Source: an optimization exercise on an open RTL-to-GDS flow (aim: small area and a short achievable clock period). Production flows keep margins and buffers that such runs may drop. Function was checked by simulation only, so behaviour that the tests miss may differ from the original. Power and IR drop assume default switching activity.

--- flow/design.v ---
module alu(
  input [31:0] rfa,
  input [31:0] rfb,
  input [31:0] ex_res,
  input [31:0] me_res,
  input [31:0] mem,
  input fa_ex, fa_me, fa_ld,
  input fb_ex, fb_me, fb_ld,
  input a_imm,
  input [31:0] a_oth,
  input b_imm,
  input [31:0] b_oth,
  input sub,         
  input sflip,       
  input op_sum,      
  input op_and,
  input op_or,
  input op_xor,
  input op_lt,
  input [2:0] f3,    
  input is_br,
  input is_jump,
  output reg [31:0] result,
  output [31:0] vb,  
  output reg taken
);
  wire [31:0] va_r = fa_ex ? ex_res : fa_me ? me_res : rfa;
  wire [31:0] vb_r = fb_ex ? ex_res : fb_me ? me_res : rfb;
  assign vb = fb_ld ? mem : vb_r;
  wire [31:0] a_val = a_imm ? a_oth : fa_ld ? mem : va_r;
  wire [31:0] b_val = b_imm ? b_oth : vb;
  wire [31:0] a_op = a_val ^ {sflip, 31'd0};
  wire [31:0] b_op = b_val ^ {32{sub}} ^ {sflip, 31'd0};
  wire [33:0] add = {1'b0, a_op, 1'b1} + {1'b0, b_op, sub};
  wire [31:0] sum = add[32:1];
  wire lt = ~add[33];
  wire [31:0] p = a_op ^ b_op;
  wire eq = &p;
  wire s0 = (p == {p[30:0] | (a_op[30:0] & b_op[30:0]), 1'b0});
  wire [31:0] lg = ({32{op_and}} & (a_val & b_val)) |
                   ({32{op_or}} & (a_val | b_val)) |
                   ({32{op_xor}} & (a_val ^ b_val));
  always @(*) begin
    if (op_sum) result = sum;
    else result = {lg[31:1], lg[0] | (op_lt & lt)};
  end
  always @(*) begin
    case (f3)
      3'd0, 3'd1: taken = eq;
      3'd2, 3'd3: taken = s0;
      3'd5: taken = ~lt;
      default: taken = lt;
    endcase
    if (is_jump) taken = 1'b1;
    else if (~is_br) taken = 1'b0;
  end
endmodule
module pipeline(
  clk,
  resetn,
  o_instr_req_addr,
  o_instr_req_en,
  i_instr_res_data,
  o_mem_req_addr,
  o_mem_req_wr_data,
  o_mem_req_wr_en,
  o_mem_req_count,
  i_mem_res_rd_data,
  i_mem_res_code
);
  input clk;
  input resetn;
  output [31:0] o_instr_req_addr;
  output o_instr_req_en;
  input [31:0] i_instr_res_data;
  output [31:0] o_mem_req_addr;
  output [31:0] o_mem_req_wr_data;
  output o_mem_req_wr_en;
  output [1:0] o_mem_req_count;
  input [31:0] i_mem_res_rd_data;
  input [2:0] i_mem_res_code;
  wire rst = ~resetn;
  assign o_instr_req_en = resetn;
  reg [31:0] f_pc;          
  reg [31:0] pcd;           
  reg [31:0] id_instr;
  reg [31:0] id_pc;
  reg [31:0] hold_instr;    
  reg id_v;                 
  reg id_replay;            
  reg stall;                
  reg [31:0] id_rfa;        
  reg [31:0] id_rfb;        
  reg fa_ex, fa_me, fa_ld;  
  reg fb_ex, fb_me, fb_ld;  
  reg [31:0] ex_res;        
  reg [31:0] ex_t;          
  reg ex_br;                
  reg ex_wr_alu, ex_wr_pc4, ex_wr_mem;
  reg [4:0] ex_rd;
  reg [1:0] ex_cnt;
  reg ex_we;
  reg [31:0] me_res;
  reg me_wr;
  reg me_ld;
  reg [4:0] me_rd;
  wire [31:0] o_pc = ex_br ? ex_t : f_pc;
  assign o_instr_req_addr = o_pc;
  assign o_mem_req_addr = ex_res;
  assign o_mem_req_wr_data = ex_t;
  assign o_mem_req_wr_en = ex_we;
  assign o_mem_req_count = ex_cnt;
  wire [31:0] me_data = me_ld ? i_mem_res_rd_data : me_res;
  wire [32*32-1:0] rf_flat;
  assign rf_flat[31:0] = 32'd0;
  genvar g;
  generate
    for (g = 1; g < 32; g = g + 1) begin : rf
      reg [31:0] q;
      always @(posedge clk) begin
        if (rst | (me_wr && me_rd == g)) q <= rst ? 32'd0 : me_data;
      end
      assign rf_flat[g*32 +: 32] = q;
    end
  endgenerate
  wire [6:0] opc = id_instr[6:0];
  wire [2:0] f3 = id_instr[14:12];
  wire [6:0] f7 = id_instr[31:25];
  wire [4:0] rs1 = id_instr[19:15];
  wire [4:0] rs2 = id_instr[24:20];
  wire [4:0] rd = id_instr[11:7];
  wire is_r = opc == 7'b0110011;
  wire is_i = opc == 7'b0010011;
  wire is_ld = opc == 7'b0000011;
  wire is_st = opc == 7'b0100011;
  wire is_br = opc == 7'b1100011;
  wire is_lui = opc == 7'b0110111;
  wire is_auipc = opc == 7'b0010111;
  wire is_jal = opc == 7'b1101111;
  wire is_jalr = opc == 7'b1100111;
  wire flush = rst | ex_br;
  wire ok = id_v & ~stall & ~flush;
  wire [31:0] nx_instr = id_replay ? hold_instr : i_instr_res_data;
  wire [6:0] nx_opc = nx_instr[6:0];
  wire [4:0] nx_rs1 = nx_instr[19:15];
  wire [4:0] nx_rs2 = nx_instr[24:20];
  reg [31:0] rf_a, rf_b;
  integer i;
  always @(*) begin
    rf_a = 32'd0;
    rf_b = 32'd0;
    for (i = 1; i < 32; i = i + 1) begin
      rf_a = rf_a | ({32{nx_rs1 == i}} & rf_flat[i*32 +: 32]);
      rf_b = rf_b | ({32{nx_rs2 == i}} & rf_flat[i*32 +: 32]);
    end
  end
  wire [4:0] pa = stall ? rs1 : nx_rs1;
  wire [4:0] pb = stall ? rs2 : nx_rs2;
  wire pa_me = (pa != 5'd0) & (pa == me_rd) & me_wr;
  wire pb_me = (pb != 5'd0) & (pb == me_rd) & me_wr;
  wire nx_reads_a = ~((nx_opc == 7'b0110111) | (nx_opc == 7'b0010111) |
                      (nx_opc == 7'b1101111) | (nx_opc == 7'b1100111));
  wire nx_reads_b = nx_reads_a & (nx_opc != 7'b0010011) &
                    (nx_opc != 7'b0000011);
  wire nx_haz = (nx_reads_a & (nx_rs1 != 5'd0) & (nx_rs1 == rd)) |
                (nx_reads_b & (nx_rs2 != 5'd0) & (nx_rs2 == rd));
  wire nx_wr_alu = ok & (is_r | is_i | is_lui | is_auipc);
  wire nx_me_wr = ~rst & (ex_wr_alu | ex_wr_pc4 | ex_wr_mem);
  wire na_ex = (pa != 5'd0) & (pa == rd) & nx_wr_alu;
  wire na_me = (pa != 5'd0) & (pa == ex_rd) & nx_me_wr;
  wire nb_ex = (pb != 5'd0) & (pb == rd) & nx_wr_alu;
  wire nb_me = (pb != 5'd0) & (pb == ex_rd) & nx_me_wr;
  wire [31:0] imm_i = {{20{id_instr[31]}}, id_instr[31:20]};
  wire [31:0] imm_s = {{20{id_instr[31]}}, id_instr[31:25], id_instr[11:7]};
  wire [31:0] imm_b = {{20{id_instr[7]}}, id_instr[7], id_instr[30:25],
                       id_instr[11:8], 1'b0};
  wire [31:0] imm_u = {id_instr[31:12], 12'd0};
  wire [31:0] imm_j = {id_instr[31], id_instr[19:12], id_instr[20],
                       id_instr[30:21], 12'd0};
  wire [31:0] target = id_pc + (is_br ? imm_b : is_jal ? imm_j : imm_i);
  wire r_sub = is_r & (f7 == 7'b0100000) & (f3 == 3'd0);
  wire r_lo = is_r & (f7 == 7'd0);   
  wire op_and = (r_lo | is_i) & (f3 == 3'd7);
  wire op_or = (r_lo | is_i) & (f3 == 3'd6);
  wire op_xor = (r_lo | is_i) & (f3 == 3'd4);
  wire op_lts = (r_lo | is_i) & (f3 == 3'd2);
  wire op_ltu = is_i & (f3 == 3'd3);
  wire sub = r_sub | op_lts | op_ltu | (is_br & (f3[2:1] != 2'b01));
  wire sflip = op_lts | (is_br & f3[2] & (f3 != 3'd7));
  wire a_imm = is_lui | is_auipc | is_jal | is_jalr;
  wire b_imm = a_imm | is_i | is_ld | is_st;
  wire [31:0] a_oth = (is_auipc | is_jalr) ? id_pc : 32'd0;
  wire [31:0] b_oth = (is_i | is_ld) ? imm_i :
                      is_st ? imm_s :
                      (is_lui | is_auipc) ? imm_u : 32'd4;
  wire [31:0] result;
  wire [31:0] vb;
  wire taken;
  alu u_alu(
    .rfa(id_rfa), .rfb(id_rfb), .ex_res(ex_res), .me_res(me_res),
    .mem(i_mem_res_rd_data),
    .fa_ex(fa_ex), .fa_me(fa_me), .fa_ld(fa_ld),
    .fb_ex(fb_ex), .fb_me(fb_me), .fb_ld(fb_ld),
    .a_imm(a_imm), .a_oth(a_oth), .b_imm(b_imm), .b_oth(b_oth),
    .sub(sub), .sflip(sflip),
    .op_sum(~(op_and | op_or | op_xor | op_lts | op_ltu)),
    .op_and(op_and), .op_or(op_or), .op_xor(op_xor), .op_lt(op_lts | op_ltu),
    .f3(f3), .is_br(is_br), .is_jump(is_jal | is_jalr),
    .result(result), .vb(vb), .taken(taken)
  );
  reg [1:0] cnt;
  always @(*) begin
    cnt = 2'd0;
    if (is_ld) begin
      case (f3)
        3'd0, 3'd4: cnt = 2'd1;
        3'd1, 3'd5: cnt = 2'd2;
        3'd2: cnt = 2'd3;
        default: cnt = 2'd0;
      endcase
    end else if (is_st) begin
      case (f3)
        3'd0: cnt = 2'd1;
        3'd1: cnt = 2'd2;
        3'd2: cnt = 2'd3;
        default: cnt = 2'd0;
      endcase
    end
  end
  always @(posedge clk) begin
    f_pc <= rst ? 32'd0 : stall ? f_pc : o_pc + 32'd4;
    pcd <= o_pc;
    id_v <= ~flush;
    id_replay <= ~flush & stall;
    stall <= ok & is_ld & nx_haz;
    fa_ex <= na_ex;
    fa_me <= na_me;
    fa_ld <= ~na_ex & na_me & ex_wr_mem;
    fb_ex <= nb_ex;
    fb_me <= nb_me;
    fb_ld <= ~nb_ex & nb_me & ex_wr_mem;
    hold_instr <= i_instr_res_data;
    id_rfa <= pa_me ? me_data : stall ? id_rfa : rf_a;
    id_rfb <= pb_me ? me_data : stall ? id_rfb : rf_b;
    if (~stall) begin
      id_instr <= nx_instr;
      id_pc <= id_replay ? pcd - 32'd4 : pcd;
    end
    ex_res <= result;
    ex_t <= is_st ? vb : target;
    ex_br <= ok & taken;
    ex_rd <= rd;
    ex_we <= is_st;
    ex_wr_alu <= nx_wr_alu;
    ex_wr_pc4 <= ok & is_jalr;
    ex_wr_mem <= ok & is_ld;
    ex_cnt <= ok ? cnt : 2'd0;
    me_res <= ex_res;
    me_wr <= nx_me_wr;
    me_ld <= ex_wr_mem;
    me_rd <= ex_rd;
  end
endmodule
--- flow/flow/run.sh ---
#!/bin/bash
# Layout flow: the standard flow (standard.sh) with changes to how it
# optimises, not to what it builds or measures:
#  * ADDER_MAP_FILE is cleared, so synthesis skips the full/half adder
#    extraction and ABC maps the adders' logic together with the rest;
#  * port buffers are plain buffers (buf_2) rather than delay cells.
# Each make step writes its own log under orfs/logs/; the make output itself
# goes to standard.log here.
set -euo pipefail
export BUFFER_PORTS_ARGS="-buffer_cell sky130_fd_sc_hd__buf_2"
bash standard.sh ADDER_MAP_FILE= SETUP_SLACK_MARGIN=6 TNS_END_PERCENT=10 \
  "BUFFER_PORTS_ARGS=$BUFFER_PORTS_ARGS" finish > standard.log 2>&1
--- flow/standard.sh ---
#!/bin/bash
# synth_recipe.tcl (not shown) runs the flow's synth.tcl, then flattens the netlist and writes it again
# the make line also repeats each setting of config.mk as NAME=value (left out here)
make -C /OpenROAD-flow-scripts/flow DESIGN_CONFIG=/design/flow/config.mk WORK_HOME=/design/flow/orfs CLKGATE_MAP_FILE= SYNTH_SCRIPT=/design/flow/synth_recipe.tcl "${@:-finish}"
--- flow/config.mk ---
export PLATFORM = sky130hd
export DESIGN_NAME = pipeline
export DESIGN_NICKNAME = pipeline
export VERILOG_FILES = /design/flow/design.v
export SDC_FILE = /design/flow/constraint.sdc
export NUM_CORES = 4
export LEC_CHECK = 0
export CAP_MARGIN = 20
export CORE_MARGIN = 2
export CORE_UTILIZATION = 40
export SLEW_MARGIN = 20
--- flow/constraint.sdc ---
create_clock -name core_clock -period 10.5 [get_ports {clk}]
set_input_delay 2.1000 -clock core_clock [delete_from_list [all_inputs] [get_ports {clk}]]
set_output_delay 2.1000 -clock core_clock [all_outputs]
set_load 0.01 [all_outputs]
==> out/results.ini, run 1 <==
[outcome]
status=no timing/DRC/antenna violations

[yosys]
syn_inst=5330
yosys_warnings=2
synth-seq-area-share_pct=58.6
syn_avg_cell_area_um2=12.2
synth-async-reset-ratio_pct=0
ys_ff_latch=1340
synth_fp_nets=5399
synth_flop_cell=edfxtp_1
netlist_area_um2=64900
synth_edf_count=1120
synth_cell_types=107

[drt]
wl_met2_um=128000
wl_met3_um=48500
remaining_drc_errors=0
wl_met1_um=104000
vias=56800
viasPerCell=7.28
drt_pre_antenna_iters=14
ant_nets=0
wl_per_cell_um=39.9
dr.first_iter.drc_count=12100
top_layer=met5
wirelength_um=312000

[floorplan]
initial_core_util_pct=40.3
rows=147
die_h_um=407
top_level_ports=169
core_um2=161000
die_w_um=407
die_area_um2=166000

[placed_design]
io_buffers=165
place_area_um2=69100
hpwlAfterDp_um=175000
gp_congestion=1.02
dp_slack_ns=3.86

[clock_tree]
ctsHtreeMaxLevel=4
cts_hold_buf=0
cts-root-buf=clkbuf_16
cts_tree=done
cts.path.max_buffers=3
cts_made_buffers=141
path_clk_slew_ns=0.07
clkSinkCount=1340
clk_latency_ns=0.84

[worst_setup_path]
timing.rr.end=ex_br
crit_path_start_kind=input port
crit_type=input port to register
end_kind=register
cp.required_ns=11.02
r2r-start=id_instr[3]
r2r_cells=16
cp_max_fo=21
r2r_setup_slack_ns=5.65
crit_arrival_ns=5.59

[sta]
tightest_slew_ns=1.22
min_period_ns=5.07
max_freq_ghz=0.197
rsz0062_at_grt=yes
period_share_pct=48.3
setup_slack_ns=5.43
finalClockSkew_ns=0.0717
hold_viol_final=0
slew_headroom_pct=18.4
setup_viol=0
slew_violations=0
hold_ws_ns=0.389
setup_tns_ns=0

[min_path]
holdPathStages=0
hold_start=ex_wr_mem
worst_hold_path.endpoint=me_ld
min_path_type=register to register

[cells_and_area]
nFillCells=14300
syn_to_final_growth_pct=17.2
design_area_um2=76100
fin_nets=5587
layout-drive-gt1-share_pct=19.1

[global_routing]
grt_max_degree=70
grt_pass1_vias=52400
antenna_found_initial=17
track_usage_pct=36.5
grt-ovfl-total=0
grt_pass1_wl_um=421000

[power_and_ir_drop]
power_density_nw_per_um2=213
ir_drop_uv=140
cellLeakagePower_uw=0.0263

[run]
drv_cap=0

## cell usage in the layout, fill, tap and decap left out, types with 17 or more instances in the layout
cell / instances
a21oi_1: 203
clkbuf_16: 142
inv_1: 58
o21ai_0: 173
a22oi_1: 169
nand3_1: 49
nor4_1: 26
o211ai_1: 40
a22o_1: 382
nor2b_1: 54
buf_4: 258
nor3_1: 77
and3_1: 43
a222oi_1: 65
clkinv_1: 25
nor2_4: 64
a211oi_1: 25
o22ai_1: 46
clkbuf_1: 21
and2_1: 58
o21ai_4: 34
buf_2: 159
nand4_1: 149
xor2_1: 79
edfxtp_1: 1120
maj3_1: 32
nor2_1: 175
mux2_2: 85
diode_2: 17
dfxtp_1: 212
nor3_2: 25
nand2_1: 303
a31oi_1: 33
nand2b_1: 53
clkinv_2: 24
o21ai_1: 25
mux2i_1: 121
a221oi_1: 384
xnor2_1: 170
o31ai_1: 20
## critical path: stages
cell and delay, ns:
buf_2 0.11, mux2i_2 0.43, inv_1 0.26, nand2_1 0.39
nor2_4 0.24, buf_4 0.40, a22o_1 0.30, a221oi_1 0.29
nand4_1 0.18, nor3_1 0.76, a21oi_1 0.11
## cells in the mapped netlist (all sizes together), types with 36 or more instances
cell type	n	share of area (%)
a211oi	36	0.44
a21oi	209	1.6
a221oi	401	5.5
a222oi	65	1.0
a22o	383	5.2
a22oi	170	2.0
and2	64	0.62
and3	43	0.41
buf	105	0.83
clkbuf	299	1.7
dfxtp	220	6.8
edfxtp	1120	52
inv	60	0.35
mux2	85	1.5
mux2i	133	2.1
nand2	316	1.8
nand2b	61	0.60
nand3	52	0.43
nand4	150	1.5
nor2	241	1.4
nor2b	55	0.53
nor3	115	0.97
o211ai	40	0.46
o21ai	236	1.8
o22ai	51	0.51
xnor2	184	2.5
xor2	82	1.1
## worst max-delay path by stage
stage | from | end
after floorplan | i_mem_res_rd_data[0] | ex_res[30]
after global placement | i_mem_res_rd_data[31] | ex_br
after detailed placement | i_mem_res_rd_data[31] | ex_br
after CTS | i_mem_res_rd_data[1] | ex_res[30]
after global routing | i_mem_res_rd_data[3] | ex_res[29]
final | i_instr_res_data[19] | id_rfa[29]
## cell families after synthesis
logic type	synth area share (%)
AOI/OAI and AO/OA	21.4
buffers and inverters	2.91
muxes	3.52
DFF	58.6
xor gates and xnor gates	3.68
and+or+nand+nor	9.35
adders and majority gates	0.509
## final cells by class
class | count | area, um2 | share of cell area (%)
antenna | 17 | 42.5 | 0.0559
clock buffer | 163 | 3630 | 4.77
clock inverter | 96 | 1210 | 1.60
inverter | 60 | 228 | 0.299
multi-input combinational | 3528 | 27000 | 35.5
sequential | 1340 | 38100 | 50.0
tap | 2160 | 2700 | 3.55
timing repair buffer | 447 | 3210 | 4.22
## what timing repair did
item | in CTS | in global routing
buffers inserted | 81 | 17
cloned | 2 | 0
pin swaps | 57 | 20
resized for setup | 187 | 57
setup endpoints to repair | 149 | 140
## power by group
group / switching (uW) / total [uW] / internal (uW) / leakage (uW)
clock: 2340 / 5260 / 2920 / 0.00233
combinational: 2210 / 3270 / 1060 / 0.0106
sequential: 683 / 7720 / 7040 / 0.0134
## stage by stage
step	power (uW)	util, %	instances
after floorplan	9250	-	5330
after global placement	10600	43.0	7434
after detailed placement	10600	43.0	7434
after CTS	16000	47.0	7776
after global routing	16600	47.3	7800
final	16300	47.3	7811
## flip-flops by register name, summed over array words and instances (netlist names), 2 cells and up
signal and cells:
ex_cnt 2, ex_rd 5, ex_res 32, ex_t 32, f_pc 32, hold_instr 32, id_instr 32, id_pc 32
id_rfa 32, id_rfb 32, me_rd 5, me_res 32, pcd 32, rf.q 992
## metal layers
metal	GRT usage, %	vias up
met1	43.1	27400
li1	-	22000
met2	52.2	5703
met5	0.178	-
met4	28.9	18
met3	15.3	1686
==> inputs of run 2 (changes only) <==
--- a/flow/flow/run.sh
+++ b/flow/flow/run.sh
@@ -5,3 +5,5 @@
 #    extraction and ABC maps the adders' logic together with the rest;
-#  * port buffers are plain buffers (buf_2) rather than delay cells.
+#  * port buffers are plain buffers (buf_2) rather than delay cells;
+#  * synthesis is hierarchical, so the ALU module is mapped on its own
+#    (it holds no registers; the netlist is flattened after synthesis).
 # Each make step writes its own log under orfs/logs/; the make output itself
@@ -10,3 +12,3 @@
 export BUFFER_PORTS_ARGS="-buffer_cell sky130_fd_sc_hd__buf_2"
-bash standard.sh ADDER_MAP_FILE= SETUP_SLACK_MARGIN=6 TNS_END_PERCENT=10 \
+bash standard.sh ADDER_MAP_FILE= SETUP_SLACK_MARGIN=6 TNS_END_PERCENT=10 SYNTH_HIERARCHICAL=1 \
   "BUFFER_PORTS_ARGS=$BUFFER_PORTS_ARGS" finish > standard.log 2>&1
==> run 2 against run 1 <==
  * Still clean
  * Setup slack gained 0.0024 ns
  * Clock skew shrank 0.0075 ns
  * Utilization grew 0.24 points
  * Wire length shrank 2.0%
  * Cell count grew 0.65%
  * Largest power group unchanged
==> out/results.ini, run 2 <==
[drt]
viasPerCell=7.16  ; was 7.28
remaining_drc_errors=0  ; unchanged
dr.first_iter.drc_count=11700  ; was 12,100
wl_per_cell_um=38.9  ; was 39.9 um
vias=56300  ; was 56,800
wirelength_um=306000  ; was 312,000 um
drt_pre_antenna_iters=13  ; was 14
ant_nets=0  ; unchanged

[global_routing]
grt_max_degree=60  ; was 70
antenna_found_initial=14  ; was 17
grt-ovfl-total=0  ; unchanged
grt_pass1_vias=51900  ; was 52,400
track_usage_pct=36.0  ; was 36.5%
grt_pass1_wl_um=412000  ; was 421,000 um

[yosys]
synth_fp_nets=5386  ; was 5,399
synth.top_cells.by_count=edfxtp_1, a221oi_1, a22o_1  ; unchanged
synth-xor-area-share_pct=3.25  ; was 3.68%
synth_top_area_share_pct=52.2  ; was 51.8%
synth_top_family_by_area=compound AO/OA/AOI/OAI gates  ; unchanged
netlist_area_um2=64400  ; was 64,900 um2
syn_inst=5317  ; was 5,330
synth-seq-area-share_pct=59.0  ; was 58.6%
synth_flop_cell=edfxtp_1  ; unchanged
yosysTopAreaCell=edfxtp_1  ; unchanged
synthAdderAreaFrac_pct=0.610  ; was 0.509%
syn_avg_cell_area_um2=12.1  ; was 12.2 um2
synth_cell_types=105  ; was 107
synth_compound_area_share_pct=21.0  ; was 21.4%
synth_simple_gate_area_share_pct=9.46  ; was 9.35%
synth-async-reset-ratio_pct=0  ; unchanged
yosys-top-cells-area=edfxtp_1, dfxtp_1, a221oi_1  ; unchanged
ys_ff_latch=1340  ; unchanged
synth_mux_area_share_pct=3.65  ; was 3.52%
synth_edf_count=1120  ; unchanged
synth.most_common_cell=edfxtp_1  ; unchanged
yosys_warnings=8  ; was 2

[sta]
setup_tns_ns=0  ; unchanged
setup_viol=0  ; unchanged
period_share_pct=48.3  ; about the same
tightest_slew_ns=1.21  ; was 1.22 ns
hold_viol_final=0  ; unchanged
min_period_ns=5.07  ; about the same
slew_violations=0  ; unchanged
slew_headroom_pct=18.3  ; was 18.4%
rsz0062_at_grt=yes  ; unchanged
finalClockSkew_ns=0.0642  ; was 0.0717 ns
max_freq_ghz=0.197  ; about the same

[clock_tree]
clkSinkCount=1340  ; unchanged
path_clk_slew_ns=0.07  ; about the same
ctsHtreeMaxLevel=4  ; unchanged
cts-root-buf=clkbuf_16  ; unchanged
cts.path.max_buffers=3  ; unchanged
clk_latency_ns=0.83  ; was 0.84 ns
cts_made_buffers=140  ; was 141
cts_tree=done  ; unchanged

[cells_and_area]
final_util_pct=47.5  ; was 47.3%
regMostFlops=rf.q  ; unchanged
multi_input_area_um2=26600  ; was 27,000 um2
syn_to_final_growth_pct=18.2  ; was 17.2%
largest_reg_flops=992  ; unchanged
mostFrequentLayoutCell=edfxtp_1  ; unchanged
fin_nets=5645  ; was 5,587
layout-drive-gt1-share_pct=20.0  ; was 19.1%
final-seq-area_um2=38000  ; was 38,100 um2
nFillCells=14100  ; was 14,300
layout_common_cells=edfxtp_1, a221oi_1, a22o_1, buf_4, nand2_1  ; was edfxtp_1, a221oi_1, a22o_1, nand2_1, buf_4

[run]
drv_cap=0  ; unchanged

[worst_setup_path]
end_kind=register  ; unchanged
slowest_stage=nor3_2  ; was nor3_1
crit_path_cell_trace=buf_2 > mux2i_2 > inv_1 > nand3_1 > nor2_4 > buf_4 > a22o_1 > a221oi_1 > nand4_1 > nor3_2 > a21oi_1  ; was buf_2 > mux2i_2 > inv_1 > nand2_1 > nor2_4 > buf_4 > a22o_1 > a221oi_1 > nand4_1 > nor3_1 > a21oi_1
cp.required_ns=11.05  ; was 11.02 ns
cp_max_fo=25  ; was 21
crit_path_start_kind=input port  ; unchanged
crit_type=input port to register  ; unchanged
max_stage_delay_ns=0.63  ; was 0.76 ns
crit_arrival_ns=5.61  ; was 5.59 ns

[outcome]
status=no timing/DRC/antenna violations  ; unchanged

[floorplan]
initial_core_util_pct=40.2  ; was 40.3%
die_w_um=405  ; was 407 um
core_um2=160000  ; was 161,000 um2
die_area_um2=164000  ; was 166,000 um2
top_level_ports=169  ; unchanged
rows=147  ; unchanged
die_h_um=405  ; was 407 um

[placed_design]
io_buffers=165  ; unchanged
gp_congestion=1.01  ; was 1.02
hpwlAfterDp_um=172000  ; was 175,000 um

[power_and_ir_drop]
power_density_nw_per_um2=208  ; was 213 nW/um2
cellLeakagePower_uw=0.0268  ; was 0.0263 uW
ir_drop_uv=196  ; was 140 uV

[min_path]
min_path_type=register to register  ; unchanged

[run 2: timing repair]
| action | CTS | global route |
|---|---|---|
| setup buffers | 114 | 32 |
| hold buffers | 0 | 0 |
| gates cloned | 9 | 0 |
| endpoints found under the setup margin | 181 | 211 |
| gates resized for setup | 219 | 77 |
| pin swaps | 61 | 34 |
[run 2: worst max-delay path: cells and delay by family]
family	cells	cell delay (ns)
mux	1	0.40
simple gates	4	1.54
compound gates	3	0.75
buf+inv	3	0.80
[run 2: cells by family after synthesis]
family,after synthesis
AOI/OAI and AO/OA,1789
xor gates and xnor gates,238
adders and majority gates,39
buffers and inverters,486
DFF,1340
muxes,225
and+or+nand+nor,1200
[run 2: final timing paths]
kind                            cells after the start  slack [ns]          to                  from
worst max-delay path                               11        5.43  id_rfb[16]  i_instr_res_data[23]
worst max register to register                     20        5.59  ex_res[31]           id_instr[2]
worst min-delay path                                0        0.39       me_ld             ex_wr_mem
worst min register to register                      0        0.39       me_ld             ex_wr_mem
[run 2: report_power, final]
part           switching, uW  internal [uW]  leakage [uW]  total (uW)
sequential               679           7030        0.0134        7710
combinational           2050            969        0.0111        3020
clock                   2300           2780       0.00223        5080
total                   5030          10800        0.0268       15800
[run 2: layout make-up]
| class | instances | share of cell area (%) |
|---|---|---|
| clock buffer | 167 | 4.77 |
| timing repair inverter | 1 | 0.00657 |
| multi-input combinational | 3492 | 34.9 |
| antenna | 13 | 0.0427 |
| sequential | 1340 | 49.9 |
| timing repair buffer | 514 | 4.97 |
| clock inverter | 88 | 1.30 |
| tap | 2160 | 3.55 |
| inverter | 87 | 0.460 |
[run 2: modules after synthesis (local to each module, per instance)]
| module | flops+latches | times used |
|---|---|---|
| alu | 0 | 1 |
| pipeline | 1340 | 1 |
[run 2: metal layers]
| metal | vias up | part of all wire (%) | global-route usage [%] |
|---|---|---|---|
| met5 | - | 0.048 | 0.178 |
| met4 | 16 | 9.7 | 26.4 |
| met3 | 1676 | 16 | 15.3 |
| met2 | 5613 | 41 | 51.8 |
| met1 | 27000 | 33 | 42.8 |
| li1 | 21900 | - | - |
[run 2: stage by stage]
| stage | worst slack [ns] | hold WS (ns) | instance area [um2] | total power [uW] | instances |
|---|---|---|---|---|---|
| finish | 5.43 | 0.389 | 76200 | 15800 | 7862 |
| global route | 5.48 | 0.406 | 76100 | 16200 | 7852 |
| CTS | 5.61 | 0.390 | 75500 | 15500 | 7817 |
| detailed placement | 3.14 | 0.383 | 68800 | 10300 | 7439 |
| global placement | 3.21 | 0.379 | 68800 | 10300 | 7439 |
| floorplan | 5.37 | 0.346 | 64500 | 9010 | 5317 |
==> inputs of run 3 (changes only) <==
--- a/flow/design.v
+++ b/flow/design.v
@@ -86,2 +86,3 @@
   reg [31:0] id_instr;
+  reg [17:0] id_dec;        
   reg [31:0] id_pc;
@@ -131,11 +132,7 @@
   wire [4:0] rd = id_instr[11:7];
-  wire is_r = opc == 7'b0110011;
-  wire is_i = opc == 7'b0010011;
-  wire is_ld = opc == 7'b0000011;
-  wire is_st = opc == 7'b0100011;
-  wire is_br = opc == 7'b1100011;
-  wire is_lui = opc == 7'b0110111;
-  wire is_auipc = opc == 7'b0010111;
-  wire is_jal = opc == 7'b1101111;
-  wire is_jalr = opc == 7'b1100111;
+  wire is_r, is_i, is_ld, is_st, is_br, is_lui, is_auipc, is_jal, is_jalr;
+  wire sub, sflip, op_sum, op_and, op_or, op_xor, op_lt, a_imm, b_imm;
+  assign {is_r, is_i, is_ld, is_st, is_br, is_lui, is_auipc, is_jal, is_jalr,
+          sub, sflip, op_sum, op_and, op_or, op_xor, op_lt, a_imm, b_imm} =
+         id_dec;
   wire flush = rst | ex_br;
@@ -144,4 +141,41 @@
   wire [6:0] nx_opc = nx_instr[6:0];
+  function [17:0] decode;
+    input [31:0] w;
+    reg [6:0] o;
+    reg [2:0] f;
+    reg r, im, ld, st, br, lui, aui, jal, jalr, lo, lts, ltu, rsub;
+    begin
+      o = w[6:0];
+      f = w[14:12];
+      r = o == 7'b0110011;
+      im = o == 7'b0010011;
+      ld = o == 7'b0000011;
+      st = o == 7'b0100011;
+      br = o == 7'b1100011;
+      lui = o == 7'b0110111;
+      aui = o == 7'b0010111;
+      jal = o == 7'b1101111;
+      jalr = o == 7'b1100111;
+      rsub = r & (w[31:25] == 7'b0100000) & (f == 3'd0);
+      lo = (r & (w[31:25] == 7'd0)) | im;   
+      lts = lo & (f == 3'd2);
+      ltu = im & (f == 3'd3);
+      decode = {r, im, ld, st, br, lui, aui, jal, jalr,
+                rsub | lts | ltu | (br & (f[2:1] != 2'b01)),
+                lts | (br & f[2] & (f != 3'd7)),
+                ~((lo & ((f == 3'd7) | (f == 3'd6) | (f == 3'd4))) | lts | ltu),
+                lo & (f == 3'd7),
+                lo & (f == 3'd6),
+                lo & (f == 3'd4),
+                lts | ltu,
+                lui | aui | jal | jalr,
+                lui | aui | jal | jalr | im | ld | st};
+    end
+  endfunction
+  wire [17:0] nx_dec = decode(nx_instr);
   wire [4:0] nx_rs1 = nx_instr[19:15];
   wire [4:0] nx_rs2 = nx_instr[24:20];
+  wire nx_in = ~stall & ~id_replay;
+  wire [4:0] pa = nx_in ? i_instr_res_data[19:15] : stall ? rs1 : hold_instr[19:15];
+  wire [4:0] pb = nx_in ? i_instr_res_data[24:20] : stall ? rs2 : hold_instr[24:20];
   reg [31:0] rf_a, rf_b;
@@ -152,8 +186,6 @@
     for (i = 1; i < 32; i = i + 1) begin
-      rf_a = rf_a | ({32{nx_rs1 == i}} & rf_flat[i*32 +: 32]);
-      rf_b = rf_b | ({32{nx_rs2 == i}} & rf_flat[i*32 +: 32]);
-    end
-  end
-  wire [4:0] pa = stall ? rs1 : nx_rs1;
-  wire [4:0] pb = stall ? rs2 : nx_rs2;
+      rf_a = rf_a | ({32{pa == i}} & rf_flat[i*32 +: 32]);
+      rf_b = rf_b | ({32{pb == i}} & rf_flat[i*32 +: 32]);
+    end
+  end
   wire pa_me = (pa != 5'd0) & (pa == me_rd) & me_wr;
@@ -180,13 +212,2 @@
   wire [31:0] target = id_pc + (is_br ? imm_b : is_jal ? imm_j : imm_i);
-  wire r_sub = is_r & (f7 == 7'b0100000) & (f3 == 3'd0);
-  wire r_lo = is_r & (f7 == 7'd0);   
-  wire op_and = (r_lo | is_i) & (f3 == 3'd7);
-  wire op_or = (r_lo | is_i) & (f3 == 3'd6);
-  wire op_xor = (r_lo | is_i) & (f3 == 3'd4);
-  wire op_lts = (r_lo | is_i) & (f3 == 3'd2);
-  wire op_ltu = is_i & (f3 == 3'd3);
-  wire sub = r_sub | op_lts | op_ltu | (is_br & (f3[2:1] != 2'b01));
-  wire sflip = op_lts | (is_br & f3[2] & (f3 != 3'd7));
-  wire a_imm = is_lui | is_auipc | is_jal | is_jalr;
-  wire b_imm = a_imm | is_i | is_ld | is_st;
   wire [31:0] a_oth = (is_auipc | is_jalr) ? id_pc : 32'd0;
@@ -205,4 +226,4 @@
     .sub(sub), .sflip(sflip),
-    .op_sum(~(op_and | op_or | op_xor | op_lts | op_ltu)),
-    .op_and(op_and), .op_or(op_or), .op_xor(op_xor), .op_lt(op_lts | op_ltu),
+    .op_sum(op_sum),
+    .op_and(op_and), .op_or(op_or), .op_xor(op_xor), .op_lt(op_lt),
     .f3(f3), .is_br(is_br), .is_jump(is_jal | is_jalr),
@@ -242,6 +263,7 @@
     hold_instr <= i_instr_res_data;
-    id_rfa <= pa_me ? me_data : stall ? id_rfa : rf_a;
-    id_rfb <= pb_me ? me_data : stall ? id_rfb : rf_b;
+    id_rfa <= pa_me ? me_data : rf_a;
+    id_rfb <= pb_me ? me_data : rf_b;
     if (~stall) begin
       id_instr <= nx_instr;
+      id_dec <= nx_dec;
       id_pc <= id_replay ? pcd - 32'd4 : pcd;
==> flow/flow/run.sh (replaced) <==
#!/bin/bash
# Layout flow: the standard flow (standard.sh) with changes to how it
# optimises, not to what it builds or measures:
#  * ADDER_MAP_FILE is cleared, so synthesis skips the full/half adder
#    extraction and ABC maps the adders' logic together with the rest;
#  * port buffers are plain buffers (buf_2) rather than delay cells.
# Each make step writes its own log under orfs/logs/; the make output itself
# goes to standard.log here.
set -euo pipefail
export BUFFER_PORTS_ARGS="-buffer_cell sky130_fd_sc_hd__buf_2"
bash standard.sh ADDER_MAP_FILE= SETUP_SLACK_MARGIN=6 TNS_END_PERCENT=10 \
  "BUFFER_PORTS_ARGS=$BUFFER_PORTS_ARGS" finish > standard.log 2>&1
==> run 3 against run 2 <==
  * Hold slack got worse by 0.0066 ns
  * Wire length increased by 0.65%
  * Clock power increased by 4.3%
  * Die area decreased by 0.74%
  * Register-to-register slack improved by 0.05 ns
  * Still clean
  * Final area decreased by 0.28%
  * Combinational power increased by 7.0%
  * Critical endpoint is now ex_res[27]
==> out/results.ini, run 3 <==
[outcome]
status=no timing/DRC/antenna violations  ; unchanged

[worst_setup_path]
r2r_cells=17  ; was 20
crit_type=input port to register  ; unchanged
timing.rr.end=ex_res[27]  ; was ex_res[31]
max_stage_delay_ns=0.39  ; was 0.63 ns
r2r-start=id_dec[1]  ; was id_instr[2]
slowest_stage=a311o_1  ; was nor3_2
cp_max_fo=6  ; was 25
r2r_setup_slack_ns=5.64  ; was 5.59 ns
end_kind=register  ; unchanged
crit_top_cell=buf_4
crit_arrival_ns=5.59  ; was 5.61 ns
critical_path_buf_inv_count=3  ; unchanged
critPathTopFamily=compound AO/OA/AOI/OAI gates  ; was simple AND/OR/NAND/NOR gates
crit_path_start_kind=input port  ; unchanged
cp.required_ns=11.19  ; was 11.05 ns
crit_path_cell_trace=buf_4 > nand2_1 > a21oi_2 > a221o_1 > nor2_1 > maj3_1 > o41ai_2 > a311oi_2 > buf_4 > o21ai_4 > a31oi_4 > buf_4 > nand4_1 > o311ai_1 > a311o_1 > o21a_2 > o21a_1 > a31o_2  ; was buf_2 > mux2i_2 > inv_1 > nand3_1 > nor2_4 > buf_4 > a22o_1 > a221oi_1 > nand4_1 > nor3_2 > a21oi_1

[global_routing]
grt_pass1_vias=51800  ; was 51,900
antenna_found_initial=18  ; was 14
grt_pass1_wl_um=414000  ; was 412,000 um
grt-ovfl-total=0  ; unchanged
track_usage_pct=36.2  ; was 36.0%
grt_max_degree=65  ; was 60

[power_and_ir_drop]
ir_drop_uv=150  ; was 196 uV
power_density_nw_per_um2=214  ; was 208 nW/um2
finalPower_uw=16300  ; was 15,800 uW
cellLeakagePower_uw=0.0265  ; was 0.0268 uW

[placed_design]
io_buffers=165  ; unchanged
hpwlAfterDp_um=171000  ; was 172,000 um
gp_congestion=0.993  ; was 1.01

[cells_and_area]
nFillCells=14000  ; was 14,100
syn_to_final_growth_pct=18.8  ; was 18.2%
largest_reg_flops=992  ; unchanged
regMostFlops=rf.q  ; unchanged
final_util_pct=47.9  ; was 47.5%
fin_nets=5676  ; was 5,645
mostFrequentLayoutCell=edfxtp_1  ; unchanged
final-seq-area_um2=37700  ; was 38,000 um2
layout_common_cells=edfxtp_1, a22oi_1, buf_4, dfxtp_1, a22o_1  ; was edfxtp_1, a221oi_1, a22o_1, buf_4, nand2_1
multi_input_area_um2=26700  ; was 26,600 um2
layout-drive-gt1-share_pct=20.3  ; was 20.0%

[drt]
ant_nets=0  ; unchanged
viasPerCell=7.28  ; was 7.16
wirelength_um=308000  ; was 306,000 um
dr.first_iter.drc_count=13000  ; was 11,700
vias=56800  ; was 56,300
remaining_drc_errors=0  ; unchanged
drt_pre_antenna_iters=14  ; was 13
wl_per_cell_um=39.4  ; was 38.9 um

[floorplan]
core_um2=159000  ; was 160,000 um2
top_level_ports=169  ; unchanged
initial_core_util_pct=40.3  ; was 40.2%
die_area_um2=163000  ; was 164,000 um2
rows=146  ; was 147
die_h_um=404  ; was 405 um
die_w_um=404  ; was 405 um

[sta]
period_share_pct=46.7  ; was 48.3%
min_period_ns=4.90  ; was 5.07 ns
setup_viol=0  ; unchanged
slew_violations=0  ; unchanged
hold_viol_final=0  ; unchanged
slew_headroom_pct=14.3  ; was 18.3%
rsz0062_at_grt=yes  ; unchanged
tightest_slew_ns=1.27  ; was 1.21 ns
setup_tns_ns=0  ; unchanged
finalClockSkew_ns=0.0365  ; was 0.0642 ns
max_freq_ghz=0.204  ; was 0.197 GHz

[yosys]
ys_ff_latch=1351  ; was 1,340
synth_flop_cell=edfxtp_1  ; unchanged
synth_top_area_share_pct=50.1  ; was 52.2%
yosys_warnings=2  ; was 8
syn_avg_cell_area_um2=12.0  ; was 12.1 um2
yosys-top-cells-area=edfxtp_1, dfxtp_1, a22oi_1  ; was edfxtp_1, dfxtp_1, a221oi_1
yosysTopAreaCell=edfxtp_1  ; unchanged
synth_fp_nets=5404  ; was 5,386
syn_inst=5335  ; was 5,317
synth_edf_count=1067  ; was 1,120
synth.most_common_cell=edfxtp_1  ; unchanged
synth.top_cells.by_count=edfxtp_1, a22oi_1, nor2_1  ; was edfxtp_1, a221oi_1, a22o_1
synth-async-reset-ratio_pct=0  ; unchanged
netlist_area_um2=63900  ; was 64,400 um2
synth-seq-area-share_pct=59.0  ; about the same
synth_cell_types=113  ; was 105

[clock_tree]
clkSinkCount=1351  ; was 1,340
cts_made_buffers=141  ; was 140
cts_tree=done  ; unchanged
ctsHtreeMaxLevel=4  ; unchanged
clk_latency_ns=0.81  ; was 0.83 ns
cts_hold_buf=0  ; unchanged
cts-root-buf=clkbuf_16  ; unchanged
path_clk_slew_ns=0.07  ; about the same
cts.path.max_buffers=3  ; unchanged

[min_path]
hold_start=ex_wr_mem  ; unchanged
holdPathStages=0  ; unchanged
min_path_type=register to register  ; unchanged
worst_hold_path.endpoint=me_ld  ; unchanged

[run]
drv_cap=0  ; unchanged

run 3: cell count changes after synthesis, moves of 48 or more:
cell	before	now
dfxtp_1	220	284
a22o_1	400	269
a22oi_1	113	388
a221oi_1	401	273
nor4_1	24	72
nor2_1	278	332
nand3_1	41	124
edfxtp_1	1120	1067
nor3_1	103	48
a21oi_1	220	278
run 3: worst max-delay path by stage:
| stage | start | end | slack [ns] | depth (start not counted) |
|---|---|---|---|---|
| final | i_mem_res_rd_data[5] | ex_res[27] | 5.60 | 18 |
| after global routing | i_mem_res_rd_data[0] | ex_res[27] | 5.53 | 17 |
| after CTS | i_instr_res_data[18] | id_rfa[18] | 5.65 | 15 |
| after detailed placement | i_mem_res_rd_data[4] | ex_res[27] | 4.12 | 15 |
| after global placement | i_mem_res_rd_data[4] | ex_res[27] | 4.16 | 15 |
| after floorplan | i_mem_res_rd_data[16] | ex_res[27] | 5.29 | 16 |
run 3: where the power goes:
group	total, uW	leakage [uW]	switching, uW	internal, uW
registers	7740	0.0134	703	7030
clock network	5300	0.00235	2250	3050
logic	3230	0.0108	2180	1050
total	16300	0.0265	5140	11100
run 3: layout make-up:
cell class | instances | share of cell area (%)
sequential | 1351 | 49.7
multi-input combinational | 3542 | 35.2
clock inverter | 83 | 1.34
clock buffer | 173 | 5.00
inverter | 52 | 0.260
antenna | 14 | 0.0461
tap | 2072 | 3.41
timing repair buffer | 519 | 5.08
run 3: through the flow:
step,setup slack (ns),std cells,cell area [um2],hold WS [ns]
floorplan,5.29,5335,64200,0.346
global placement,4.16,7389,68400,0.376
detailed placement,4.12,7390,68400,0.382
CTS,5.65,7730,74800,0.385
global route,5.53,7795,75900,0.393
finish,5.60,7806,76000,0.382
run 3: cells by family after synthesis:
| group | count (synthesis) | share of synthesized area, % |
|---|---|---|
| compound gates | 1816 | 21.0 |
| xor+xnor | 243 | 3.40 |
| fa+ha+maj | 44 | 0.691 |
| buf+inv | 444 | 2.79 |
| flops | 1351 | 59.0 |
| mux | 220 | 3.59 |
| simple gates | 1217 | 9.56 |
run 3: layer usage:
metal	part of all wire (%)	wire (um)	track usage, %
met1	33	102000	43.2
met3	16	49900	16.0
met2	41	125000	51.2
met4	9.9	30300	27.5
met5	0.15	456	1.19
run 3: timing repair:
| action | in CTS | in global routing |
|---|---|---|
| endpoints found under the setup margin | 103 | 117 |
| pin swaps | 75 | 51 |
| resized for setup | 165 | 135 |
| gates cloned | 1 | 2 |
| buffers inserted | 83 | 60 |
==> inputs of run 4 (changes only) <==
--- a/flow/design.v
+++ b/flow/design.v
@@ -6,3 +6,3 @@
   input [31:0] mem,
-  input fa_ex, fa_me, fa_ld,
+  input fa_ex, fa_me,
   input fb_ex, fb_me, fb_ld,
@@ -12,2 +12,4 @@
   input [31:0] b_oth,
+  input a_mem,
+  input b_mem,
   input sub,         
@@ -19,8 +21,10 @@
   input op_lt,
-  input [2:0] f3,    
-  input is_br,
-  input is_jump,
+  input t_jump,
+  input t_eq,
+  input t_s0,
+  input t_lt,
+  input t_ge,
   output reg [31:0] result,
   output [31:0] vb,  
-  output reg taken
+  output taken
 );
@@ -29,6 +33,9 @@
   assign vb = fb_ld ? mem : vb_r;
-  wire [31:0] a_val = a_imm ? a_oth : fa_ld ? mem : va_r;
-  wire [31:0] b_val = b_imm ? b_oth : vb;
+  wire [31:0] a_rest = a_imm ? a_oth : va_r;
+  wire [31:0] b_rest = b_imm ? b_oth : vb_r;
+  wire [31:0] a_val = a_mem ? mem : a_rest;
+  wire [31:0] b_val = b_mem ? mem : b_rest;
+  wire [31:0] bx = {32{sub}} ^ {sflip, 31'd0};
   wire [31:0] a_op = a_val ^ {sflip, 31'd0};
-  wire [31:0] b_op = b_val ^ {32{sub}} ^ {sflip, 31'd0};
+  wire [31:0] b_op = b_mem ? (mem ^ bx) : (b_rest ^ bx);
   wire [33:0] add = {1'b0, a_op, 1'b1} + {1'b0, b_op, sub};
@@ -46,12 +53,4 @@
   end
-  always @(*) begin
-    case (f3)
-      3'd0, 3'd1: taken = eq;
-      3'd2, 3'd3: taken = s0;
-      3'd5: taken = ~lt;
-      default: taken = lt;
-    endcase
-    if (is_jump) taken = 1'b1;
-    else if (~is_br) taken = 1'b0;
-  end
+  assign taken = t_jump | (t_eq & eq) | (t_s0 & s0) | (t_lt & lt) |
+                 (t_ge & ~lt);
 endmodule
@@ -86,3 +85,3 @@
   reg [31:0] id_instr;
-  reg [17:0] id_dec;        
+  reg [22:0] id_dec;        
   reg [31:0] id_pc;
@@ -94,4 +93,5 @@
   reg [31:0] id_rfb;        
-  reg fa_ex, fa_me, fa_ld;  
+  reg fa_ex, fa_me;         
   reg fb_ex, fb_me, fb_ld;  
+  reg a_mem, b_mem;         
   reg [31:0] ex_res;        
@@ -134,5 +134,6 @@
   wire sub, sflip, op_sum, op_and, op_or, op_xor, op_lt, a_imm, b_imm;
+  wire t_jump, t_eq, t_s0, t_lt, t_ge;
   assign {is_r, is_i, is_ld, is_st, is_br, is_lui, is_auipc, is_jal, is_jalr,
-          sub, sflip, op_sum, op_and, op_or, op_xor, op_lt, a_imm, b_imm} =
-         id_dec;
+          sub, sflip, op_sum, op_and, op_or, op_xor, op_lt, a_imm, b_imm,
+          t_jump, t_eq, t_s0, t_lt, t_ge} = id_dec;
   wire flush = rst | ex_br;
@@ -141,3 +142,3 @@
   wire [6:0] nx_opc = nx_instr[6:0];
-  function [17:0] decode;
+  function [22:0] decode;
     input [31:0] w;
@@ -171,6 +172,14 @@
                 lui | aui | jal | jalr,
-                lui | aui | jal | jalr | im | ld | st};
+                lui | aui | jal | jalr | im | ld | st,
+                jal | jalr,
+                br & (f[2:1] == 2'b00),
+                br & (f[2:1] == 2'b01),
+                br & ((f == 3'd4) | (f == 3'd6) | (f == 3'd7)),
+                br & (f == 3'd5)};
     end
   endfunction
-  wire [17:0] nx_dec = decode(nx_instr);
+  wire [22:0] nx_dec = decode(nx_instr);
+  wire [22:0] nd = stall ? id_dec : nx_dec;
+  wire nd_a_imm = nd[6];
+  wire nd_b_imm = nd[5];
   wire [4:0] nx_rs1 = nx_instr[19:15];
@@ -222,4 +231,5 @@
     .mem(i_mem_res_rd_data),
-    .fa_ex(fa_ex), .fa_me(fa_me), .fa_ld(fa_ld),
+    .fa_ex(fa_ex), .fa_me(fa_me),
     .fb_ex(fb_ex), .fb_me(fb_me), .fb_ld(fb_ld),
+    .a_mem(a_mem), .b_mem(b_mem),
     .a_imm(a_imm), .a_oth(a_oth), .b_imm(b_imm), .b_oth(b_oth),
@@ -228,3 +238,3 @@
     .op_and(op_and), .op_or(op_or), .op_xor(op_xor), .op_lt(op_lt),
-    .f3(f3), .is_br(is_br), .is_jump(is_jal | is_jalr),
+    .t_jump(t_jump), .t_eq(t_eq), .t_s0(t_s0), .t_lt(t_lt), .t_ge(t_ge),
     .result(result), .vb(vb), .taken(taken)
@@ -258,3 +268,4 @@
     fa_me <= na_me;
-    fa_ld <= ~na_ex & na_me & ex_wr_mem;
+    a_mem <= ~nd_a_imm & ~na_ex & na_me & ex_wr_mem;
+    b_mem <= ~nd_b_imm & ~nb_ex & nb_me & ex_wr_mem;
     fb_ex <= nb_ex;
==> run 4 against run 3 <==
  * Still clean on timing, DRC and antenna
  * Synthesized cell count shrank 1.6%
  * Sequential cell count grew 6
  * Global-route usage grew 0.81 points
  * Clock-buffer cell count grew 18
  * Critical path type unchanged
==> out/results.ini, run 4 <==
[floorplan]
initial_core_util_pct=40.2  ; was 40.3%
core_um2=158000  ; was 159,000 um2
top_level_ports=169  ; unchanged
rows=146  ; unchanged
die_w_um=403  ; was 404 um
die_h_um=403  ; was 404 um
die_area_um2=162000  ; was 163,000 um2

[drt]
remaining_drc_errors=0  ; unchanged
wirelength_um=311000  ; was 308,000 um
vias=56000  ; was 56,800
viasPerCell=7.31  ; was 7.28
wl_per_cell_um=40.5  ; was 39.4 um
dr.first_iter.drc_count=12700  ; was 13,000
ant_nets=0  ; unchanged
drt_pre_antenna_iters=12  ; was 14

[cells_and_area]
largest_reg_flops=992  ; unchanged
layout-drive-gt1-share_pct=19.0  ; was 20.3%
layout_common_cells=edfxtp_1, a22oi_1, nand2_1, a221oi_1, a22o_1  ; was edfxtp_1, a22oi_1, buf_4, dfxtp_1, a22o_1
fin_cells=7670  ; was 7,806
regMostFlops=rf.q  ; unchanged
syn_to_final_growth_pct=17.4  ; was 18.8%
fin_nets=5532  ; was 5,676
mostFrequentLayoutCell=edfxtp_1  ; unchanged

[sta]
setup_slack_ns=5.77  ; was 5.60 ns
min_period_ns=4.73  ; was 4.90 ns
hold_ws_ns=0.375  ; was 0.382 ns
finalClockSkew_ns=0.0480  ; was 0.0365 ns
max_freq_ghz=0.211  ; was 0.204 GHz
slew_headroom_pct=18.7  ; was 14.3%
setup_viol=0  ; unchanged
hold_viol_final=0  ; unchanged
period_share_pct=45.1  ; was 46.7%
tightest_slew_ns=1.22  ; was 1.27 ns
slew_violations=0  ; unchanged
rsz0062_at_grt=yes  ; unchanged
setup_tns_ns=0  ; unchanged

[outcome]
status=no timing/DRC/antenna violations  ; unchanged

[worst_setup_path]
cp_max_fo=22  ; was 6
critical_path_buf_inv_count=2  ; was 3
crit_arrival_ns=5.38  ; was 5.59 ns
crit_type=input port to register  ; unchanged
max_stage_delay_ns=0.64  ; was 0.39 ns
critPathTopFamily=simple AND/OR/NAND/NOR gates  ; was compound AO/OA/AOI/OAI gates
crit_path_start_kind=input port  ; unchanged
crit_path_cell_trace=buf_2 > mux2_2 > mux2i_1 > nand2_8 > nor2_4 > buf_6 > a22oi_1 > nand4_1 > nor4_2 > a21oi_1  ; was buf_4 > nand2_1 > a21oi_2 > a221o_1 > nor2_1 > maj3_1 > o41ai_2 > a311oi_2 > buf_4 > o21ai_4 > a31oi_4 > buf_4 > nand4_1 > o311ai_1 > a311o_1 > o21a_2 > o21a_1 > a31o_2
slowest_stage=nor2_4  ; was a311o_1
cp.required_ns=11.15  ; was 11.19 ns
end_kind=register  ; unchanged

[clock_tree]
cts_made_buffers=143  ; was 141
clk_latency_ns=0.83  ; was 0.81 ns
clkSinkCount=1357  ; was 1,351
cts_hold_buf=0  ; unchanged
cts-root-buf=clkbuf_16  ; unchanged
cts_tree=done  ; unchanged
path_clk_slew_ns=0.06  ; was 0.07 ns
ctsHtreeMaxLevel=4  ; unchanged
cts.path.max_buffers=3  ; unchanged

[placed_design]
gp_congestion=0.981  ; was 0.993
dp_cells=7287  ; was 7,390
dp_slack_ns=3.89  ; was 4.12 ns
hpwlAfterDp_um=172000  ; was 171,000 um
io_buffers=165  ; unchanged

[yosys]
synth.top_cells.by_count=edfxtp_1, a22oi_1, nand2_1  ; was edfxtp_1, a22oi_1, nor2_1
synth_top_area_share_pct=50.5  ; was 50.1%
synth-async-reset-ratio_pct=0  ; unchanged
synth.most_common_cell=edfxtp_1  ; unchanged
syn_inst=5248  ; was 5,335
synth_edf_count=1070  ; was 1,067
syn_avg_cell_area_um2=12.1  ; was 12.0 um2
synth_flop_cell=edfxtp_1  ; unchanged
synth_cell_types=110  ; was 113
yosys_warnings=2  ; unchanged
yosysTopAreaCell=edfxtp_1  ; unchanged
yosys-top-cells-area=edfxtp_1, dfxtp_1, a221oi_1  ; was edfxtp_1, dfxtp_1, a22oi_1
synth_fp_nets=5317  ; was 5,404
ys_ff_latch=1357  ; was 1,351
synth-seq-area-share_pct=59.5  ; was 59.0%
netlist_area_um2=63700  ; was 63,900 um2

[global_routing]
grt-ovfl-total=0  ; unchanged
grt_max_degree=78  ; was 65
grt_pass1_wl_um=419000  ; was 414,000 um
track_usage_pct=37.1  ; was 36.2%
antenna_found_initial=12  ; was 18
grtUsageMet2_pct=52.9  ; was 51.2%
grtUsageMet3_pct=16.0  ; about the same
use_met1_pct=43.8  ; was 43.2%
grt_pass1_vias=51300  ; was 51,800
top_usage_layer=met2  ; unchanged

[power_and_ir_drop]
power_density_nw_per_um2=224  ; was 214 nW/um2
cellLeakagePower_uw=0.0259  ; was 0.0265 uW
ir_drop_uv=191  ; was 150 uV

[run]
drv_cap=0  ; unchanged

[min_path]
min_path_type=register to register  ; unchanged

run 4: changes by cell type after synthesis, moves of 22 or more:
cell      change
nor2_1       -89
nand2_1      +60
a21oi_1      -50
a22oi_1      -43
nor2b_1      +40
nand3_1      -32
mux2i_1      -24
a221oi_1     +23
a31oi_1      +23
xnor2_1      -22
run 4: where the power goes:
part           leakage, uW  switching, uW  internal [uW]
combinational       0.0101           2230           1080
clock              0.00244           2300           3120
sequential          0.0134            850           7160
total               0.0259           5370          11400
run 4: worst register-to-register path, stage by stage, from the launching register on:
cell and delay [ns]:
edfxtp_1 0.41, buf_12 0.25, or3_1 0.55, nor3_2 0.49, o22ai_1 0.13, o21ai_1 0.37, xnor2_1 0.23, xnor2_1 0.16
or2_2 0.38, or3_1 0.47, nor3_1 0.34, a41oi_1 0.23, o31ai_4 0.16, nor2_1 0.11, a211oi_2 0.25
run 4: repair_timing:
action                                  in CTS  in global routing
pin swaps                                   29                 19
endpoints found under the setup margin      93                104
gates resized for setup                    106                 81
cloned                                       3                  1
setup buffers                               67                 31
run 4: kinds of logic after synthesis:
logic type | after synthesis | share of synthesized area [%]
multiplexers | 197 | 3.26
flip-flops | 1357 | 59.5
buffers and inverters | 450 | 2.87
AND/OR/NAND/NOR | 1175 | 9.37
XOR/XNOR | 227 | 3.23
adder cells (fa/ha/maj) | 24 | 0.377
AO/OA/AOI/OAI | 1818 | 21.4
run 4: path summary, 6_finish.rpt:
check | from | end | depth (start not counted) | slack [ns]
setup reg to reg | id_dec[19] | ex_br | 14 | 5.87
hold reg to reg | ex_wr_mem | me_ld | 0 | 0.38
setup / recovery | i_instr_res_data[22] | id_rfb[15] | 10 | 5.77
hold / removal | ex_wr_mem | me_ld | 0 | 0.38
run 4: area by class of cell:
cell class                 instances  area (um2)
sequential                      1357       37900
tap                             2072        2590
timing repair buffer             453        3330
inverter                          64         248
fill                           14000       83500
clock inverter                    75         933
antenna                           14        35.0
multi-input combinational       3443       25600
timing repair inverter             1        7.51
clock buffer                     191        4090
run 4: layer usage:
layer | vias up | part of all wire (%)
li1 | 21600 | -
met1 | 26900 | 33
met2 | 5755 | 41
met3 | 1765 | 16
met4 | 12 | 10
met5 | - | 0.086
run 4: per-stage QoR:
step,utilization (%),cell area (um2),power (uW)
5_1_grt,47.2,74700,17100
3_3_place_gp,42.9,67800,11000
2_1_floorplan,-,63700,9480
6_report,47.2,74700,16700
3_5_place_dp,42.9,67900,11000
4_1_cts,46.8,74100,16400
==> inputs of run 5 (changes only) <==
--- a/flow/design.v
+++ b/flow/design.v
@@ -91,2 +91,4 @@
   reg stall;                
+  reg nx_in;                
+  reg [4:0] alt_a, alt_b;   
   reg [31:0] id_rfa;        
@@ -140,2 +142,3 @@
   wire ok = id_v & ~stall & ~flush;
+  wire stall_nx;
   wire [31:0] nx_instr = id_replay ? hold_instr : i_instr_res_data;
@@ -186,5 +189,4 @@
   wire [4:0] nx_rs2 = nx_instr[24:20];
-  wire nx_in = ~stall & ~id_replay;
-  wire [4:0] pa = nx_in ? i_instr_res_data[19:15] : stall ? rs1 : hold_instr[19:15];
-  wire [4:0] pb = nx_in ? i_instr_res_data[24:20] : stall ? rs2 : hold_instr[24:20];
+  wire [4:0] pa = nx_in ? i_instr_res_data[19:15] : alt_a;
+  wire [4:0] pb = nx_in ? i_instr_res_data[24:20] : alt_b;
   reg [31:0] rf_a, rf_b;
@@ -207,2 +209,3 @@
                 (nx_reads_b & (nx_rs2 != 5'd0) & (nx_rs2 == rd));
+  assign stall_nx = ok & is_ld & nx_haz;
   wire nx_wr_alu = ok & (is_r | is_i | is_lui | is_auipc);
@@ -265,3 +268,6 @@
     id_replay <= ~flush & stall;
-    stall <= ok & is_ld & nx_haz;
+    stall <= stall_nx;
+    nx_in <= ~stall_nx & ~(~flush & stall);
+    alt_a <= stall_nx ? pa : i_instr_res_data[19:15];
+    alt_b <= stall_nx ? pb : i_instr_res_data[24:20];
     fa_ex <= na_ex;
==> run 5 against run 4 <==
  * Die area increased by 2.3%
  * Non-clock buffer count decreased by 58
  * Wire length increased by 1.3%
  * Combinational power decreased by 8.8%
  * Utilization decreased by 0.73 points
  * Synthesized area increased by 2.3%
  * Cell count increased by 2.6%
  * Hold slack improved by 0.010 ns
  * Critical path depth increased by 1
  * Largest cell class unchanged
==> out/results.ini, run 5 <==
[worst_setup_path]
crit_top_cell=buf_4
cp_max_fo=18  ; was 22
slowest_stage=nor2_4  ; unchanged
crit_path_start_kind=input port  ; unchanged
max_stage_delay_ns=1.01  ; was 0.64 ns
r2r-start=nx_in  ; was id_dec[19]
setup.worst_path.start=i_instr_res_data[24]  ; was i_instr_res_data[22]
critical_path_buf_inv_count=3  ; was 2
end_kind=register  ; unchanged
cp.required_ns=11.16  ; was 11.15 ns
r2r_cells=10  ; was 14
crit_path_cell_trace=buf_2 > mux2_2 > nand3_1 > nor2_4 > buf_4 > a22o_1 > a221oi_1 > nand4_1 > nor4_1 > buf_4 > a21oi_1  ; was buf_2 > mux2_2 > mux2i_1 > nand2_8 > nor2_4 > buf_6 > a22oi_1 > nand4_1 > nor4_2 > a21oi_1
r2r_setup_slack_ns=5.79  ; was 5.87 ns
critPathTopFamily=simple AND/OR/NAND/NOR gates  ; unchanged
crit_arrival_ns=5.65  ; was 5.38 ns
crit_type=input port to register  ; unchanged
timing.rr.end=id_rfb[12]  ; was ex_br

[run]
drv_cap=0  ; unchanged

[yosys]
syn_inst=5427  ; was 5,248
yosys_warnings=2  ; unchanged
netlist_area_um2=65100  ; was 63,700 um2
synth-seq-area-share_pct=58.5  ; was 59.5%
synth_flop_cell=edfxtp_1  ; unchanged
yosysTopAreaCell=edfxtp_1  ; unchanged
synth-async-reset-ratio_pct=0  ; unchanged
ys_ff_latch=1368  ; was 1,357
syn_avg_cell_area_um2=12.0  ; was 12.1 um2
synth.top_cells.by_count=edfxtp_1, clkbuf_1, a22oi_1  ; was edfxtp_1, a22oi_1, nand2_1
yosys-top-cells-area=edfxtp_1, dfxtp_1, a221oi_1  ; unchanged
synth_edf_count=1070  ; unchanged
synth_cell_types=90  ; was 110
synth_top_area_share_pct=49.4  ; was 50.5%
synth_fp_nets=5496  ; was 5,317
synth.most_common_cell=edfxtp_1  ; unchanged

[drt]
remaining_drc_errors=0  ; unchanged
wirelength_um=315000  ; was 311,000 um
wl_per_cell_um=40.0  ; was 40.5 um
ant_nets=0  ; unchanged
dr.first_iter.drc_count=12700  ; about the same
viasPerCell=7.30  ; was 7.31
vias=57500  ; was 56,000
drt_pre_antenna_iters=14  ; was 12

[sta]
hold_viol_final=0  ; unchanged
period_share_pct=47.6  ; was 45.1%
slew_violations=0  ; unchanged
setup_tns_ns=0  ; unchanged
min_period_ns=5.00  ; was 4.73 ns
tightest_slew_ns=1.25  ; was 1.22 ns
finalClockSkew_ns=0.0495  ; was 0.0480 ns
rsz0062_at_grt=yes  ; unchanged
setup_viol=0  ; unchanged
slew_headroom_pct=14.4  ; was 18.7%
max_freq_ghz=0.200  ; was 0.211 GHz

[clock_tree]
ctsHtreeMaxLevel=4  ; unchanged
clk_latency_ns=0.84  ; was 0.83 ns
cts_made_buffers=144  ; was 143
path_clk_slew_ns=0.07  ; was 0.06 ns
cts.path.max_buffers=3  ; unchanged
cts_hold_buf=0  ; unchanged
cts_tree=done  ; unchanged
clkSinkCount=1368  ; was 1,357
cts-root-buf=clkbuf_16  ; unchanged

[placed_design]
hpwlAfterDp_um=181000  ; was 172,000 um
gp_congestion=1.02  ; was 0.981
dp_cells=7575  ; was 7,287
io_buffers=165  ; unchanged

[global_routing]
grt-ovfl-total=0  ; unchanged
grt_pass1_wl_um=424000  ; was 419,000 um
grtUsageMet3_pct=14.7  ; was 16.0%
grtUsageMet2_pct=53.6  ; was 52.9%
use_met1_pct=42.9  ; was 43.8%
top_usage_layer=met2  ; unchanged
track_usage_pct=36.3  ; was 37.1%
grt_pass1_vias=53200  ; was 51,300
grt_max_degree=75  ; was 78
antenna_found_initial=24  ; was 12

[cells_and_area]
largest_reg_flops=992  ; unchanged
syn_to_final_growth_pct=15.9  ; was 17.4%
mostFrequentLayoutCell=edfxtp_1  ; unchanged
final-seq-area_um2=38100  ; was 37,900 um2
fin_cells=7872  ; was 7,670
layout-drive-gt1-share_pct=17.1  ; was 19.0%
regMostFlops=rf.q  ; unchanged
fin_nets=5640  ; was 5,532
nFillCells=14500  ; was 14,000
multi_input_area_um2=26800  ; was 25,600 um2
layout_common_cells=edfxtp_1, a22oi_1, nand2_1, a221oi_1, a22o_1  ; unchanged

[outcome]
status=no timing/DRC/antenna violations  ; unchanged

[floorplan]
die_h_um=407  ; was 403 um
core_um2=162000  ; was 158,000 um2
die_area_um2=166000  ; was 162,000 um2
die_w_um=407  ; was 403 um
rows=148  ; was 146
top_level_ports=169  ; unchanged
initial_core_util_pct=40.1  ; was 40.2%

[min_path]
worst_hold_path.endpoint=me_res[10]  ; was me_ld
holdPathStages=0  ; unchanged
hold_start=ex_res[10]  ; was ex_wr_mem
min_path_type=register to register  ; unchanged

[power_and_ir_drop]
ir_drop_uv=165  ; was 191 uV
power_density_nw_per_um2=215  ; was 224 nW/um2
cellLeakagePower_uw=0.0260  ; was 0.0259 uW

-- run 5: changes by cell type in the layout (fill, tap and decap cells not counted), moves of 18 or more --
| cell | change |
|---|---|
| buf_6 | -19 |
| o21ai_1 | -20 |
| mux2_2 | +29 |
| o211ai_1 | +26 |
| and2_1 | +18 |
| buf_4 | -24 |
| a211oi_1 | +20 |
-- run 5: repair_timing --
| action | CTS | global route |
|---|---|---|
| buffers inserted | 12 | 13 |
| pin swaps | 7 | 2 |
| resized for setup | 70 | 42 |
| endpoints found under the setup margin | 79 | 99 |
-- run 5: worst register-to-register path, stage by stage, from the launching register on --
cell	delay, ns
dfxtp_1	0.95
mux2_2	0.53
nand3_1	0.40
nor2_4	1.01
buf_4	0.60
a22o_1	0.21
a221oi_1	0.05
nand4_1	0.18
nor4_1	0.08
buf_4	0.21
a21oi_1	0.35
-- run 5: how the worst max path moves through the flow --
stage / endpoint / depth (start not counted)
floorplan: ex_res[16] / 11
global placement: id_rfa[30] / 10
detailed placement: id_rfb[22] / 10
CTS: o_instr_req_en / 2
global route: id_rfb[12] / 11
finish: id_rfb[12] / 11
-- run 5: cells by family (layout without fill, tap and decap cells) --
family	Yosys count	count (layout)	share of synthesized area [%]
adders and majority gates	34	34	0.523
muxes	237	237	3.84
other	0	9	0
and+or+nand+nor	1246	1246	9.84
DFF	1368	1368	58.5
buffers and inverters	453	714	2.63
AOI/OAI and AO/OA	1881	1881	21.8
xor gates and xnor gates	208	208	2.84
-- run 5: layout make-up --
class | instances | share of cell area [%]
Tap cell | 2175 | 3.61
Timing Repair Buffer | 395 | 3.45
Clock buffer | 170 | 5.00
Antenna cell | 9 | 0.0299
Multi-Input combinational cell | 3606 | 35.5
Inverter | 56 | 0.282
Clock inverter | 93 | 1.57
Sequential cell | 1368 | 50.5
-- run 5: stage by stage --
step / worst slack (ns) / instance area [um2] / hold slack (ns) / power [uW] / util (%)
4_1_cts: 5.79 / 75100 / 0.387 / 16000 / 46.3
2_1_floorplan: 5.90 / 65200 / 0.346 / 9180 / -
3_3_place_gp: 4.72 / 69600 / 0.373 / 10600 / 42.9
3_5_place_dp: 4.71 / 69700 / 0.367 / 10600 / 42.9
6_report: 5.50 / 75400 / 0.385 / 16200 / 46.5
5_1_grt: 5.71 / 75400 / 0.400 / 16600 / 46.5
-- run 5: layer usage --
| metal | vias up | share of wire (%) | routed length [um] |
|---|---|---|---|
| met1 | 27800 | 33 | 104000 |
| met5 | - | 0.077 | 243 |
| met2 | 5725 | 42 | 132000 |
| li1 | 22300 | - | - |
| met4 | 28 | 9.4 | 29500 |
| met3 | 1655 | 16 | 49600 |
-- run 5: report_power, final --
part           internal (uW)  switching [uW]
clock                   3060            2320
combinational            912            2110
sequential              7100             708

==> port drivers added, routing unchanged <==
In the flow no input, the clock included, has a driving cell. The finished layouts below were timed again as built, in two steps.
Step 1: set_driving_cell puts a clkbuf_16 on clk and a buf_2 on each other input, an assumption about the parent block.
Step 2 times the ports against the registers' clock, not the clock port: input delays grow and output delays shrink by t, the midpoint of the rising clock arrivals with the driver on.
a / b / c = no drivers / after step 1 / after step 2; a / b = the first two.
run | shift t [ns] | setup WS [ns] | worst register clock-pin slew, ns | pins driven straight from the clock port
run 1 | 0.891 | 5.430 / 5.476 / 4.586 | 0.07 / 0.07 | 1
run 2 | 0.897 | 5.433 / 5.509 / 4.612 | 0.07 / 0.07 | 1
run 3 | 0.873 | 5.598 / 5.601 / 4.729 | 0.07 / 0.07 | 1
run 4 | 0.895 | 5.768 / 5.739 / 4.940 | 0.07 / 0.07 | 1
run 5 | 0.887 | 5.505 / 5.521 / 4.634 | 0.07 / 0.07 | 1
After both steps setup and hold are still met in every run listed. For run 5, which loses most, drivers alone change the setup slack by +0.016 ns; drivers and shift together by -0.871 ns.
